This is an optimization exercise on Yosys and OpenROAD, whose aim is small area and a short achievable clock period, not a production implementation. Only simulation tests tie the RTL to the original design; equivalence was not proved.

==> run D: inputs <==
==> flow/design.v <==
`default_nettype none
module free_list #(
    parameter LEN = 32 + 16,
    parameter LBITS = $clog2(LEN)
) (
    input wire i_clk,
    input wire i_rst_n,
    input wire [LBITS - 1:0] i_ret_p0,
    input wire [LBITS - 1:0] i_ret_p1,
    input wire [LBITS - 1:0] i_ret_p2,
    input wire [LBITS - 1:0] i_ret_p3,
    input wire [2:0] i_ret_count,
    input wire [2:0] i_req_count,
    output reg [LBITS - 1:0] o_req0,
    output reg [LBITS - 1:0] o_req1,
    output reg [LBITS - 1:0] o_req2,
    output reg [LBITS - 1:0] o_req3,
    output reg [2:0] o_req_count,
    output reg [LBITS - 1:0] o_avail_count
);
    localparam NN = 12;    
    reg [47:0] free;
    function automatic [1:0] sadd(input [1:0] x, input [1:0] y);
        sadd = {x[1] | y[1] | (x[0] & y[0]), x[0] | y[0]};
    endfunction
    wire [1:0] ncnt [0:NN - 1];
    wire [1:0] lo0 [0:NN - 1];
    wire [1:0] lo1 [0:NN - 1];
    wire [1:0] hi0 [0:NN - 1];
    wire [1:0] hi1 [0:NN - 1];
    genvar j;
    generate
        for (j = 0; j < NN; j = j + 1) begin : g_nib
            wire a = free[4 * j], b = free[4 * j + 1], c = free[4 * j + 2], d = free[4 * j + 3];
            assign ncnt[j] = {(a & b) | (a & c) | (a & d) | (b & c) | (b & d) | (c & d), a | b | c | d};
            assign lo0[j] = a ? 2'd0 : b ? 2'd1 : c ? 2'd2 : 2'd3;
            assign lo1[j] = (a & b) ? 2'd1 : ((a | b) & c) ? 2'd2 : 2'd3;
            assign hi0[j] = d ? 2'd3 : c ? 2'd2 : b ? 2'd1 : 2'd0;
            assign hi1[j] = (d & c) ? 2'd2 : ((d | c) & b) ? 2'd1 : 2'd0;
        end
    endgenerate
    wire [1:0] sl [0:NN - 1];
    wire [1:0] sh [0:NN - 1];
    wire [1:0] xl [0:NN - 1];    
    wire [1:0] xh [0:NN - 1];    
    generate
        for (j = 0; j < NN; j = j + 1) begin : g_x
            if (j % 4 == 0) begin : g_f
                assign xl[j] = ncnt[j];
            end else begin : g_n
                assign xl[j] = sadd(xl[j - 1], ncnt[j]);
            end
            if (j % 4 == 3) begin : g_hf
                assign xh[j] = ncnt[j];
            end else begin : g_hn
                assign xh[j] = sadd(xh[j + 1], ncnt[j]);
            end
        end
    endgenerate
    wire [1:0] gl1 = xl[3], gl2 = sadd(xl[3], xl[7]);       
    wire [1:0] gh1 = xh[8], gh0 = sadd(xh[8], xh[4]);       
    generate
        for (j = 0; j < NN; j = j + 1) begin : g_s
            if (j < 4) begin : g_0
                assign sl[j] = xl[j];
                assign sh[j] = sadd(gh0, xh[j]);
            end else if (j < 8) begin : g_1
                assign sl[j] = sadd(gl1, xl[j]);
                assign sh[j] = sadd(gh1, xh[j]);
            end else begin : g_2
                assign sl[j] = sadd(gl2, xl[j]);
                assign sh[j] = xh[j];
            end
        end
    endgenerate
    wire [4:0] q = {i_req_count[2], i_req_count[2] | (i_req_count[1] & i_req_count[0]),
                    i_req_count[2] | i_req_count[1], i_req_count != 3'd0, 1'b1};
    wire nl1 = q[1], nl2 = q[3], nh1 = q[2], nh2 = q[4];
    wire [LBITS - 1:0] tl0 [0:NN - 1];
    wire [LBITS - 1:0] tl1 [0:NN - 1];
    wire [LBITS - 1:0] th0 [0:NN - 1];
    wire [LBITS - 1:0] th1 [0:NN - 1];
    wire [47:0] keep;
    generate
        for (j = 0; j < NN; j = j + 1) begin : g_sel
            wire [1:0] pl = (j == 0) ? 2'b00 : sl[j - 1];
            wire [1:0] ph = (j == NN - 1) ? 2'b00 : sh[j + 1];
            wire l0 = ~pl[0], l1 = pl[0] & ~pl[1];    
            wire h0 = ~ph[0], h1 = ph[0] & ~ph[1];
            wire [3:0] nib = j;
            wire sl0 = l0 & ncnt[j][0];
            wire sl1 = (l0 & ncnt[j][1]) | (l1 & ncnt[j][0]);
            wire sh0 = h0 & ncnt[j][0];
            wire sh1 = (h0 & ncnt[j][1]) | (h1 & ncnt[j][0]);
            assign tl0[j] = {LBITS{sl0}} & {nib, lo0[j]};
            assign tl1[j] = {LBITS{sl1}} & {nib, l0 ? lo1[j] : lo0[j]};
            assign th0[j] = {LBITS{sh0}} & {nib, hi0[j]};
            assign th1[j] = {LBITS{sh1}} & {nib, h0 ? hi1[j] : hi0[j]};
            wire a = free[4 * j], b = free[4 * j + 1], c = free[4 * j + 2], d = free[4 * j + 3];
            wire [1:0] rl [0:3];
            wire [1:0] rh [0:3];
            assign rl[0] = pl;
            assign rl[1] = sadd(pl, {1'b0, a});
            assign rl[2] = sadd(pl, {a & b, a | b});
            assign rl[3] = sadd(pl, {(a & b) | (a & c) | (b & c), a | b | c});
            assign rh[3] = ph;
            assign rh[2] = sadd(ph, {1'b0, d});
            assign rh[1] = sadd(ph, {d & c, d | c});
            assign rh[0] = sadd(ph, {(d & c) | (d & b) | (c & b), d | c | b});
            genvar l;
            for (l = 0; l < 4; l = l + 1) begin : g_b
                assign keep[4 * j + l] = free[4 * j + l] &
                                         (~nl1 | rl[l][1] | (rl[l][0] & ~nl2)) &
                                         (~nh1 | rh[l][1] | (rh[l][0] & ~nh2));
            end
        end
    endgenerate
    reg [LBITS - 1:0] cl0, cl1, ch0, ch1;
    integer jj;
    always @(*) begin
        cl0 = 0; cl1 = 0; ch0 = 0; ch1 = 0;
        for (jj = 0; jj < NN; jj = jj + 1) begin
            cl0 = cl0 | tl0[jj];
            cl1 = cl1 | tl1[jj];
            ch0 = ch0 | th0[jj];
            ch1 = ch1 | th1[jj];
        end
    end
    wire [3:0] rv = {i_ret_count[2], i_ret_count[2] | (i_ret_count[1] & i_ret_count[0]),
                     i_ret_count[2] | i_ret_count[1], i_ret_count != 3'd0};
    wire [LBITS - 1:0] rp [0:3];
    assign rp[0] = i_ret_p0;
    assign rp[1] = i_ret_p1;
    assign rp[2] = i_ret_p2;
    assign rp[3] = i_ret_p3;
    wire [5:0] rh [0:3];
    wire [7:0] rl [0:3];
    genvar k, i;
    generate
        for (k = 0; k < 4; k = k + 1) begin : g_pre
            for (i = 0; i < 6; i = i + 1) begin : g_h
                assign rh[k][i] = rv[k] & (rp[k][5:3] == i);
            end
            for (i = 0; i < 8; i = i + 1) begin : g_l
                assign rl[k][i] = rp[k][2:0] == i;
            end
        end
    endgenerate
    wire [47:0] ret;
    generate
        for (i = 0; i < 48; i = i + 1) begin : g_ret
            assign ret[i] = (rh[0][i / 8] & rl[0][i % 8]) | (rh[1][i / 8] & rl[1][i % 8]) |
                            (rh[2][i / 8] & rl[2][i % 8]) | (rh[3][i / 8] & rl[3][i % 8]);
        end
    endgenerate
    wire [4:0] rc1h = {i_ret_count == 3'd4, i_ret_count == 3'd3, i_ret_count == 3'd2,
                       i_ret_count == 3'd1, i_ret_count == 3'd0};
    wire [4:0] qc1h = {i_req_count == 3'd4, i_req_count == 3'd3, i_req_count == 3'd2,
                       i_req_count == 3'd1, i_req_count == 3'd0};
    reg [8:0] dsel;    
    reg [1:0] lo_n;
    reg cup, cdn;
    wire [1:0] alo = o_avail_count[1:0];
    wire [3:0] ahi = o_avail_count[5:2];
    integer ri, qi, m, t;
    always @(*) begin
        dsel = 9'b0;
        for (ri = 0; ri < 5; ri = ri + 1)
            for (qi = 0; qi < 5; qi = qi + 1)
                dsel[ri - qi + 4] = dsel[ri - qi + 4] | (rc1h[ri] & qc1h[qi]);
        lo_n = 2'b0;
        cup = 1'b0;
        cdn = 1'b0;
        for (m = -4; m <= 4; m = m + 1) begin
            lo_n = lo_n | ({2{dsel[m + 4]}} & (alo + m[1:0]));
            t = alo + m;
            cup = cup | (dsel[m + 4] & (t >= 4));
            cdn = cdn | (dsel[m + 4] & (t < 0));
        end
    end
    wire [3:0] ahi_p = ahi + 4'd1;
    wire [3:0] ahi_m = ahi - 4'd1;
    wire [3:0] hi_n = ({4{cup}} & ahi_p) | ({4{cdn}} & ahi_m) | ({4{~cup & ~cdn}} & ahi);
    wire [LBITS - 1:0] avail_n = {hi_n, lo_n};
    always @(posedge i_clk, negedge i_rst_n) begin
        if (!i_rst_n) begin
            free <= {48{1'b1}};
            o_avail_count <= LEN;
            o_req_count <= 3'd0;
        end else begin
            free <= keep | ret;
            o_avail_count <= avail_n;
            o_req_count <= i_req_count;
        end
    end
    always @(posedge i_clk) begin
        o_req0 <= cl0;
        o_req1 <= ch0;
        o_req2 <= cl1;
        o_req3 <= ch1;
    end
endmodule
==> flow/flow/run.sh <==
#!/bin/bash
# The standard layout, with the port buffers made of plain buffers
# (sky130_fd_sc_hd__buf_1) instead of the default delay buffers; the resizer
# may still resize them. Each tool's log is kept under orfs/logs; the make
# output goes to standard.log.
set -euo pipefail
export BUFFER_PORTS_ARGS="-buffer_cell sky130_fd_sc_hd__buf_1"
bash standard.sh finish > standard.log 2>&1
==> flow/standard.sh <==
#!/bin/bash
# synth_recipe.tcl (not shown) runs the flow's synth.tcl, then flattens the netlist and writes it again
# the make line also repeats each setting of config.mk as NAME=value (left out here)
make -C /OpenROAD-flow-scripts/flow DESIGN_CONFIG=/design/flow/config.mk WORK_HOME=/design/flow/orfs CLKGATE_MAP_FILE= SYNTH_SCRIPT=/design/flow/synth_recipe.tcl "${@:-finish}"
==> flow/config.mk <==
export PLATFORM = sky130hd
export DESIGN_NAME = free_list
export DESIGN_NICKNAME = free_list
export VERILOG_FILES = /design/flow/design.v
export SDC_FILE = /design/flow/constraint.sdc
export NUM_CORES = 4
export LEC_CHECK = 0
export ABC_AREA = 1
export CAP_MARGIN = 20
export CORE_MARGIN = 2
export CORE_UTILIZATION = 40
export CTS_BUF_LIST = sky130_fd_sc_hd__clkbuf_8
export SETUP_SLACK_MARGIN = 4.5
export SLEW_MARGIN = 20
export TNS_END_PERCENT = 5
==> flow/constraint.sdc <==
create_clock -name core_clock -period 7.0 [get_ports {i_clk}]
set_input_delay 1.4000 -clock core_clock [delete_from_list [all_inputs] [get_ports {i_clk}]]
set_output_delay 1.4000 -clock core_clock [all_outputs]
set_load 0.01 [all_outputs]
==> run Y: changes against run D <==
==> flow/flow/run.sh (replaced) <==
#!/bin/bash
# The standard layout, with the port buffers made of plain buffers
# (sky130_fd_sc_hd__buf_1) instead of the default delay buffers, and with the
# resizer's power recovery after global routing (downsizing gates off the
# critical paths). Each tool's log is kept under orfs/logs; the make output
# goes to standard.log.
set -euo pipefail
export BUFFER_PORTS_ARGS="-buffer_cell sky130_fd_sc_hd__buf_1"
export RECOVER_POWER=100
bash standard.sh finish > standard.log 2>&1
Settings changed: CTS_CLUSTER_SIZE set to 40, SETUP_SLACK_MARGIN 4.5 to 4.4.
==> run H: changes against run D <==
Settings changed: CTS_BUF_LIST sky130_fd_sc_hd__clkbuf_8 to not set, SETUP_SLACK_MARGIN 4.5 to 4.2.
==> results.py <==
metrics = {
    "global_routing": {
        "use_met2": 0.489,
    },
    "final_layout": {
        "clkbuf_count": 13,
    },
    "clocking": {
        "cts-root-buf": "clkbuf_16",
    },
    "run_status": {
        "status": "complete, no violations",
    },
    "sta": {
        "finalCriticalPeriod_ns": 2.93,
    },
}
# the run above: run H

==> results.py <==
metrics = {
    "global_routing": {
        "use_met2": 0.492,
    },
    "final_layout": {
        "clkbuf_count": 9,
    },
    "clocking": {
        "cts_buffer_depth": 2,
    },
    "run_status": {
        "status": "complete, no violations",
    },
    "logic_synthesis": {
        "async_reset_ff_frac": 0.704,
    },
    "sta": {
        "finalCriticalPeriod_ns": 4.48,
    },
}
# the run above: run Y

==> results.py <==
metrics = {
    "run_status": {
        "status": "complete, no violations",
    },
    "final_layout": {
        "clkbuf_count": 9,
    },
    "global_routing": {
        "use_met2": 0.497,
    },
    "sta": {
        "finalCriticalPeriod_ns": 2.63,
    },
}
# the run above: run D

==> what the ideal ports hide <==
In the flow no input, the clock included, has a driving cell. The finished layouts below were timed again as built, in two steps.
Step 1, drivers: a clkbuf_16 drives i_clk and a buf_2 each remaining input, both assumed.
Step 2 adds t to the input delays and takes it off the output delays; t is the mean of the earliest and latest rising clock arrival at the registers after step 1. Input paths then give back, and output paths get back, about the clock's delay inside the block.
Three values: ideal ports, drivers, drivers and shift; two values: the first two.
run | shift t [ns] | slack for setup (ns) | worst data-port slew with drivers (ns)
run D | 0.441 | 4.367 / 4.356 / 3.915 | 0.08
run Y | 0.439 | 2.518 / 2.518 / 2.518 | 0.08
run H | 0.406 | 4.068 / 4.092 / 3.685 | 0.03
After both steps every run listed still meets setup and hold. The setup slack of run D, which loses most, moves by -0.011 ns with the drivers and by -0.452 ns with both steps.
